Background: an optimization exercise with open tools, aiming at small area and a short achievable clock period. Do not read the settings as production practice.
At most, simulation tests tie the RTL to the original design; equivalence was not proved.
Power figures rest on the tool's default switching activity, not on a simulated workload.

## sparc_exu_alu
module sparc_exu_alu
(
   alu_byp_rd_data_e, exu_ifu_brpc_e, exu_lsu_ldst_va_e,
   exu_lsu_early_va_e, exu_mmu_early_va_e, alu_ecl_add_n64_e,
   alu_ecl_add_n32_e, alu_ecl_log_n64_e, alu_ecl_log_n32_e,
   alu_ecl_zhigh_e, alu_ecl_zlow_e, exu_ifu_regz_e,
   alu_ecl_adderin2_63_e, alu_ecl_adderin2_31_e,
   alu_ecl_adder_out_63_e, alu_ecl_cout32_e, alu_ecl_cout64_e_l,
   alu_ecl_mem_addr_invalid_e_l,
   cen, rclk, byp_alu_rs1_data_e, byp_alu_rs2_data_e_l,
   byp_alu_rs3_data_e, byp_alu_rcc_data_e, ecl_alu_cin_e,
   ifu_exu_invert_d, ecl_alu_log_sel_and_e, ecl_alu_log_sel_or_e,
   ecl_alu_log_sel_xor_e, ecl_alu_log_sel_move_e,
   ecl_alu_out_sel_sum_e_l, ecl_alu_out_sel_rs3_e_l,
   ecl_alu_out_sel_shift_e_l, ecl_alu_out_sel_logic_e_l,
   shft_alu_shift_out_e, ecl_alu_sethi_inst_e, ifu_lsu_casa_e
   );
Size: ~1300 cells after synthesis, roughly 520 I/O pins.
Settings: LEC_CHECK=0, CAP_MARGIN=20, CORE_MARGIN=2, CORE_UTILIZATION=40, CTS_BUF_LIST=sky130_fd_sc_hd__clkbuf_8, CTS_CLUSTER_DIAMETER=100, CTS_CLUSTER_SIZE=30, SETUP_SLACK_MARGIN=3.15, SLEW_MARGIN=20, SYNTH_HIERARCHICAL=1; clock period 9.0 ns.
standard.sh (not shown) runs the stock make flow with config.mk's settings and CLKGATE_MAP_FILE= SYNTH_SCRIPT=/design/flow/synth_recipe.tcl, a recipe that flattens the netlist after the stock synthesis.
==> flow/flow/run.sh <==
#!/bin/bash
# The standard layout (standard.sh) with two changes:
#  - the smallest buffer (buf_1) on every port;
#  - synthesis maps with ABC script flow/abc.script (in a copy of ORFS's
#    scripts folder, where it replaces abc_speed.script).
# Extra ORFS settings: 'CTS_ARGS=-sink_clustering_enable -repair_clock_nets -sink_clustering_size 30 -sink_clustering_max_diameter 100 -buf_list sky130_fd_sc_hd__clkbuf_8 -dont_use_dummy_load'
# Each ORFS step writes its full log under orfs/logs/; make's output goes to
# standard_flow.log.
set -euo pipefail
rm -rf scripts_abc
cp -r "$FLOW_HOME/scripts" scripts_abc
cp flow/abc.script scripts_abc/abc_speed.script
export BUFFER_PORTS_ARGS="-buffer_cell sky130_fd_sc_hd__buf_1"
bash standard.sh SCRIPTS_DIR="$PWD/scripts_abc" 'CTS_ARGS=-sink_clustering_enable -repair_clock_nets -sink_clustering_size 30 -sink_clustering_max_diameter 100 -buf_list sky130_fd_sc_hd__clkbuf_8 -dont_use_dummy_load' finish > standard_flow.log 2>&1
==> flow/flow/abc.script <==
&get -n
&st
&syn2
&dch -f
&nf -p -R 10
&put
topo
stime -c
dnsize -c
Edit:
--- a/flow/config.mk
+++ b/flow/config.mk
@@ -13,3 +13,3 @@
 export CTS_CLUSTER_SIZE = 30
-export SETUP_SLACK_MARGIN = 3.15
+export SETUP_SLACK_MARGIN = 2.85
 export SLEW_MARGIN = 20
After rerunning: The changed run completed with no timing, DRC or antenna violations; fmax shrinks by 3.4%; final area goes down by 8.3%; die area does not change; worst setup slack loses 0.20 ns; power is lower by 4.7%; count of clock-buffer cells in the layout stays the same; core utilization goes down by 4.5 points; via count came out lower by 1.7%.
Edit:
--- a/flow/flow/run.sh
+++ b/flow/flow/run.sh
@@ -1,6 +1,7 @@
 #!/bin/bash
-# The standard layout (standard.sh) with two changes:
+# The standard layout (standard.sh) with these changes:
 #  - the smallest buffer (buf_1) on every port;
-#  - synthesis maps with ABC script flow/abc.script (in a copy of ORFS's
-#    scripts folder, where it replaces abc_speed.script).
+#  - in a copy of ORFS's scripts folder, synthesis maps the adder's carry
+#    network (module alu_carry) with ABC script flow/abc_fast.script and the
+#    rest with flow/abc.script (patch_synth.py edits synth.tcl to do so).
 # Extra ORFS settings: 'CTS_ARGS=-sink_clustering_enable -repair_clock_nets -sink_clustering_size 30 -sink_clustering_max_diameter 100 -buf_list sky130_fd_sc_hd__clkbuf_8 -dont_use_dummy_load'
@@ -12,2 +13,4 @@
 cp flow/abc.script scripts_abc/abc_speed.script
+cp flow/abc_fast.script scripts_abc/abc_fast.script
+python3 flow/patch_synth.py scripts_abc/synth.tcl
 export BUFFER_PORTS_ARGS="-buffer_cell sky130_fd_sc_hd__buf_1"
==> flow/flow/abc_fast.script (new file) <==
&get -n
&st
&syn2
&dch -f
&nf -p -R 10
&put
buffer -c
topo
stime -c
upsize -c
dnsize -c
==> flow/flow/patch_synth.py (new file) <==
"""Patch a copy of ORFS's synth.tcl: map module alu_carry with
abc_fast.script, and the rest of the design with the usual ABC script."""
import sys
p = sys.argv[1]
s = open(p).read()
old = '  log_cmd abc {*}$abc_args\n'
assert s.count(old) == 1, "synth.tcl: abc call not found"
new = '''  set fast_args [lreplace $abc_args 1 1 $::env(SCRIPTS_DIR)/abc_fast.script]
  if {[llength [tee -q -s result.string select -list-mod alu_carry]]} {
    log_cmd abc {*}$fast_args alu_carry
    log_cmd abc {*}$abc_args * alu_carry %d
  } else {
    log_cmd abc {*}$abc_args
  }
'''
open(p, 'w').write(s.replace(old, new))
--- a/flow/config.mk
+++ b/flow/config.mk
@@ -13,3 +13,3 @@
 export CTS_CLUSTER_SIZE = 30
-export SETUP_SLACK_MARGIN = 2.85
+export SETUP_SLACK_MARGIN = 3.0
 export SLEW_MARGIN = 20
After rerunning:
- worst setup slack improved by 0.16 ns
- die area rises by 0.72%
- clock skew came out lower by 0.0049 ns
- via count hardly moves
Function was not checked in any run of this note: the RTL went through the layout flow alone.

---

Setup of run A:
Another version of the RTL of sparc_exu_alu (not shown whole).
Size: roughly 520 I/O pins, about 0.011 mm² of cells after synthesis.
Settings: LEC_CHECK=0, CAP_MARGIN=20, CORE_MARGIN=2, CORE_UTILIZATION=40, CTS_BUF_LIST=sky130_fd_sc_hd__clkbuf_8, CTS_CLUSTER_DIAMETER=100, CTS_CLUSTER_SIZE=30, SETUP_SLACK_MARGIN=3.3, SLEW_MARGIN=20, SYNTH_HIERARCHICAL=1; clock period 9.0 ns.
==> flow/flow/run.sh <==
#!/bin/bash
# The standard layout (standard.sh) with these changes:
#  - the smallest buffer (buf_1) on every port;
#  - in a copy of ORFS's scripts folder, synthesis maps the adder's carry
#    network (module alu_carry) with ABC script flow/abc_fast.script and the
#    rest with flow/abc.script (patch_synth.py edits synth.tcl to do so).
# Extra ORFS settings: 
# Each ORFS step writes its full log under orfs/logs/; make's output goes to
# standard_flow.log.
set -euo pipefail
rm -rf scripts_abc
cp -r "$FLOW_HOME/scripts" scripts_abc
cp flow/abc.script scripts_abc/abc_speed.script
cp flow/abc_fast.script scripts_abc/abc_fast.script
python3 flow/patch_synth.py scripts_abc/synth.tcl
export BUFFER_PORTS_ARGS="-buffer_cell sky130_fd_sc_hd__buf_1"
bash standard.sh SCRIPTS_DIR="$PWD/scripts_abc"  finish > standard_flow.log 2>&1
==> flow/flow/abc.script <==
&get -n
&st
&syn2
&dch -f
&nf -p -R 10
&put
buffer -c
topo
stime -c
dnsize -c
==> flow/flow/abc_fast.script <==
strash
dch
map -B 0.9
topo
stime -c
buffer -c
upsize -c
dnsize -c
==> flow/flow/patch_synth.py <==
"""Patch a copy of ORFS's synth.tcl: map module alu_carry with
abc_fast.script, and the rest of the design with the usual ABC script."""
import sys
p = sys.argv[1]
s = open(p).read()
old = '  log_cmd abc {*}$abc_args\n'
assert s.count(old) == 1, "synth.tcl: abc call not found"
new = '''  set fast_args [lreplace $abc_args 1 1 $::env(SCRIPTS_DIR)/abc_fast.script]
  if {[llength [tee -q -s result.string select -list-mod alu_carry]]} {
    log_cmd abc {*}$fast_args alu_carry
    log_cmd abc {*}$abc_args * alu_carry %d
  } else {
    log_cmd abc {*}$abc_args
  }
'''
open(p, 'w').write(s.replace(old, new))
--- input diff run A..run B ---
# run A
export LEC_CHECK = 0
export CAP_MARGIN = 20
export CORE_MARGIN = 2
export CORE_UTILIZATION = 40
export CTS_BUF_LIST = sky130_fd_sc_hd__clkbuf_8
export CTS_CLUSTER_DIAMETER = 100
export CTS_CLUSTER_SIZE = 30
export SETUP_SLACK_MARGIN = 3.3
export SLEW_MARGIN = 20
export SYNTH_HIERARCHICAL = 1
create_clock -name core_clock -period 9.0 [get_ports {rclk}]
# run B
export LEC_CHECK = 0
export CAP_MARGIN = 20
export CORE_MARGIN = 2
export CORE_UTILIZATION = 40
export SETUP_SLACK_MARGIN = 3.2
export SLEW_MARGIN = 20
export SYNTH_HIERARCHICAL = 1
create_clock -name core_clock -period 9.0 [get_ports {rclk}]
==> flow/flow/run.sh <==
#!/bin/bash
# The standard layout (standard.sh) with two changes:
#  - the smallest buffer (buf_1) on every port;
#  - synthesis maps with ABC script flow/abc.script (in a copy of ORFS's
#    scripts folder, where it replaces abc_speed.script).
# Extra ORFS settings: 
# Each ORFS step writes its full log under orfs/logs/; make's output goes to
# standard_flow.log.
set -euo pipefail
rm -rf scripts_abc
cp -r "$FLOW_HOME/scripts" scripts_abc
cp flow/abc.script scripts_abc/abc_speed.script
export BUFFER_PORTS_ARGS="-buffer_cell sky130_fd_sc_hd__buf_1"
bash standard.sh SCRIPTS_DIR="$PWD/scripts_abc"  finish > standard_flow.log 2>&1
removed: flow/flow/abc_fast.script
removed: flow/flow/patch_synth.py
Findings:
Against run A, run B comes in 0.85 points higher on clock buffer and inverter area fraction after layout. Detailed-router iteration count before antenna repair: run A and run B compared, higher one is run A. Taking run A over run B, the power per cell area ratio works out to 0.933. Run B against run A: layout overhead on the synthesized area climbed 1.4 points; final cell area excluding filler cells dropped about 3%; count of clock-buffer cells in the layout climbed 3; maximum net fanout on the critical path climbed 1; worst hold slack dropped 290 ps.
The following lists how run C was set up differently from run B:
# run B
export LEC_CHECK = 0
export CAP_MARGIN = 20
export CORE_MARGIN = 2
export CORE_UTILIZATION = 40
export SETUP_SLACK_MARGIN = 3.2
export SLEW_MARGIN = 20
export SYNTH_HIERARCHICAL = 1
create_clock -name core_clock -period 9.0 [get_ports {rclk}]
# run C
export LEC_CHECK = 0
export CAP_MARGIN = 20
export CORE_MARGIN = 2
export CORE_UTILIZATION = 40
export CTS_BUF_LIST = sky130_fd_sc_hd__clkbuf_8
export CTS_CLUSTER_DIAMETER = 100
export CTS_CLUSTER_SIZE = 30
export SETUP_SLACK_MARGIN = 3.0
export SLEW_MARGIN = 20
export SYNTH_HIERARCHICAL = 1
create_clock -name core_clock -period 9.0 [get_ports {rclk}]
--- a/flow/flow/abc.script
+++ b/flow/flow/abc.script
@@ -6,3 +6,2 @@
 &put
-buffer -c
 topo
==> results.txt <==
- Looking at run B and run C, the clock skew after layout is a wash.
- In the metrics for run B and run C, the one carrying the lower cell area is run C.
- Diff run B -> run C: clock period minus final worst setup slack increased by 190 ps relative to the old numbers; arrival time at the worst endpoint increased by 190 ps relative to the old numbers.
- The lower met2 routed wirelength of run B and run C is in run C.
- NOTE: wire length in run C falls short of that of run B
No run of this note included a check of the RTL's function; only the layout flow was run.

---

== v44 ==
Another version of the RTL of sparc_exu_alu (not shown whole).
Size in the first run: about 1,200 cells after synthesis, about 9000 um2 of cells after synthesis.
==> flow/config.mk <==
export PLATFORM = sky130hd
export DESIGN_NAME = sparc_exu_alu
export DESIGN_NICKNAME = sparc_exu_alu
export VERILOG_FILES = /design/flow/design.v
export SDC_FILE = /design/flow/constraint.sdc
export NUM_CORES = 4
export LEC_CHECK = 0
export CAP_MARGIN = 20
export CORE_MARGIN = 2
export CORE_UTILIZATION = 40
export CTS_BUF_LIST = sky130_fd_sc_hd__clkbuf_8
export CTS_CLUSTER_DIAMETER = 100
export CTS_CLUSTER_SIZE = 30
export PLACE_DENSITY = 0.88
export SETUP_SLACK_MARGIN = 2.95
export SLEW_MARGIN = 20
export SYNTH_HIERARCHICAL = 1
==> flow/constraint.sdc <==
create_clock -name core_clock -period 9.0 [get_ports {rclk}]
set_input_delay 1.8000 -clock core_clock [delete_from_list [all_inputs] [get_ports {rclk}]]
set_output_delay 1.8000 -clock core_clock [all_outputs]
set_load 0.01 [all_outputs]
==> flow/flow/run.sh <==
#!/bin/bash
# The standard layout (standard.sh) with two changes:
#  - the smallest buffer (buf_1) on every port;
#  - synthesis maps with ABC script flow/abc.script (in a copy of ORFS's
#    scripts folder, where it replaces abc_speed.script).
# Extra ORFS settings: 'CTS_ARGS=-sink_clustering_enable -repair_clock_nets -sink_clustering_size 30 -sink_clustering_max_diameter 100 -buf_list sky130_fd_sc_hd__clkbuf_8 -dont_use_dummy_load'
# Each ORFS step writes its full log under orfs/logs/; make's output goes to
# standard_flow.log.
set -euo pipefail
rm -rf scripts_abc
cp -r "$FLOW_HOME/scripts" scripts_abc
cp flow/abc.script scripts_abc/abc_speed.script
export BUFFER_PORTS_ARGS="-buffer_cell sky130_fd_sc_hd__buf_1"
bash standard.sh SCRIPTS_DIR="$PWD/scripts_abc" 'CTS_ARGS=-sink_clustering_enable -repair_clock_nets -sink_clustering_size 30 -sink_clustering_max_diameter 100 -buf_list sky130_fd_sc_hd__clkbuf_8 -dont_use_dummy_load' finish > standard_flow.log 2>&1
==> flow/flow/abc.script <==
&get -n
&st
&syn2
&dch -f
&nf -p -R 10
&put
topo
stime -c
dnsize -c
Having completed the whole flow, v44 delivered a layout that passed the timing, DRC and antenna checks.
#### Input delta (v38 over v44)
diff --git a/flow/config.mk b/flow/config.mk
--- a/flow/config.mk
+++ b/flow/config.mk
@@ -13,3 +13,3 @@
 export CTS_CLUSTER_SIZE = 30
-export PLACE_DENSITY = 0.88
+export PLACE_DENSITY = 0.75
 export SETUP_SLACK_MARGIN = 2.95
Findings:
- On die area, v38 and v44 are basically level.
- v38: part of the cycle the worst path needs is 0.32 points lower than what v44 reported.
- Summary — switching power summed over all nets, v38 relative to v44: higher, by 0.88%.
- From v44 to v38 the numbers moved as follows: power density over cell area grew by 0.74 nW/um2, routed length on met1 rose by 4.0%, fmax has increased.
- Of the two values seen for timing startpoint of the critical path, byp_alu_rs2_data_e_l[31] was produced by v44 and ecl_alu_log_sel_or_e by v38.
- Summary — relative contribution of the clock network to total power, v38 relative to v44: higher, by 0.7 points.
- Setup slack in v38 is larger than in v44.
- Total power was lower in v44 than in v38.
- v44 -> v38: routed wire length increased slightly
## Diff of input files: v5 against v38
diff --git a/flow/config.mk b/flow/config.mk
--- a/flow/config.mk
+++ b/flow/config.mk
@@ -13,4 +13,3 @@
 export CTS_CLUSTER_SIZE = 30
-export PLACE_DENSITY = 0.75
-export SETUP_SLACK_MARGIN = 2.95
+export SETUP_SLACK_MARGIN = 2.85
 export SLEW_MARGIN = 20
Delta (v5 minus v38): relative area change from synthesis to final layout went down; sequential power did not really move; placed wire-length estimate after detailed placement went down; summed area of non-filler cells in the final layout went down.
Portion of the layout cell area used by non-clock buffers of v38 is on par with v5.
v5 vs. v38: routed length on met1 picked up an extra about 0.8%; total power consumption of the routed design moved down; post-route fraction of the period consumed by the critical path rose 0.33 points; number of gates resized after CTS fell 3.
v5 vs v38 — routed wirelength normalized by instance count dropped about 3%.
--- input diff v5..v15 ---
diff --git a/flow/config.mk b/flow/config.mk
--- a/flow/config.mk
+++ b/flow/config.mk
@@ -13,2 +13,3 @@
 export CTS_CLUSTER_SIZE = 30
+export GPL_ROUTABILITY_DRIVEN = 0
 export SETUP_SLACK_MARGIN = 2.85
==> comparison <==
Of the two values seen for critical path capture point, alu_byp_rd_data_e[47] was produced by v15 and alu_ecl_zhigh_e by v5.
Every run (v5 and v15) finished clean.
Summary — wire length of the first global-routing pass, v15 relative to v5: lower, by about 2%.
v5 ended up with byp_alu_rs2_data_e_l[49] as its startpoint of the most critical setup path; v15 ended up with ecl_alu_log_sel_or_e.
Higher arrival time at the worst endpoint was reported by v15, not v5.
v5 → v15: combinational share of power went up by 0.2 points, sequential share of layout area level.

## afterwards: timing with drivers on the ports
The flow's constraints put no driver on any port. The routed layouts listed below were extracted and timed again, unchanged, in two steps.
Step 1 (the two cells are an assumption about what drives the block):
set clk [get_ports {rclk}]
set_driving_cell -lib_cell sky130_fd_sc_hd__clkbuf_16 $clk
set_driving_cell -lib_cell sky130_fd_sc_hd__buf_2 [delete_from_list [all_inputs] $clk]
Step 2, shift: input delay + t, output delay - t, t = (earliest + latest rising clock arrival at the registers) / 2. This alone moves slack from input paths to output paths.
Slacks: ideal ports / drivers / drivers and shift; pairs: ideal ports / drivers.
run | t (ns) | setup WS [ns] | slew at the worst register clock pin (ns)
the first run of note 1 | 0.401 | 3.160 / 3.134 / 3.134 | 0.09 / 0.09
the second run of note 1 | 0.414 | 2.956 / 2.931 / 2.931 | 0.09 / 0.09
the third run of note 1 | 0.412 | 3.119 / 3.085 / 3.085 | 0.08 / 0.08
run A | 0.419 | 3.228 / 3.205 / 3.205 | 0.09 / 0.09
run B | 0.401 | 3.248 / 3.207 / 3.207 | 0.07 / 0.07
run C | 0.423 | 3.057 / 3.034 / 3.034 | 0.09 / 0.09
v44 | 0.403 | 3.018 / 2.986 / 2.986 | 0.08 / 0.08
v38 | 0.418 | 3.046 / 3.018 / 3.018 | 0.09 / 0.09
v5 | 0.408 | 3.017 / 2.996 / 2.996 | 0.08 / 0.08
v15 | 0.407 | 2.975 / 2.951 / 2.951 | 0.09 / 0.09
After both steps every run listed still meets setup and hold. For run B, which loses most, drivers alone change the setup slack by -0.041 ns; drivers and shift together by -0.041 ns.
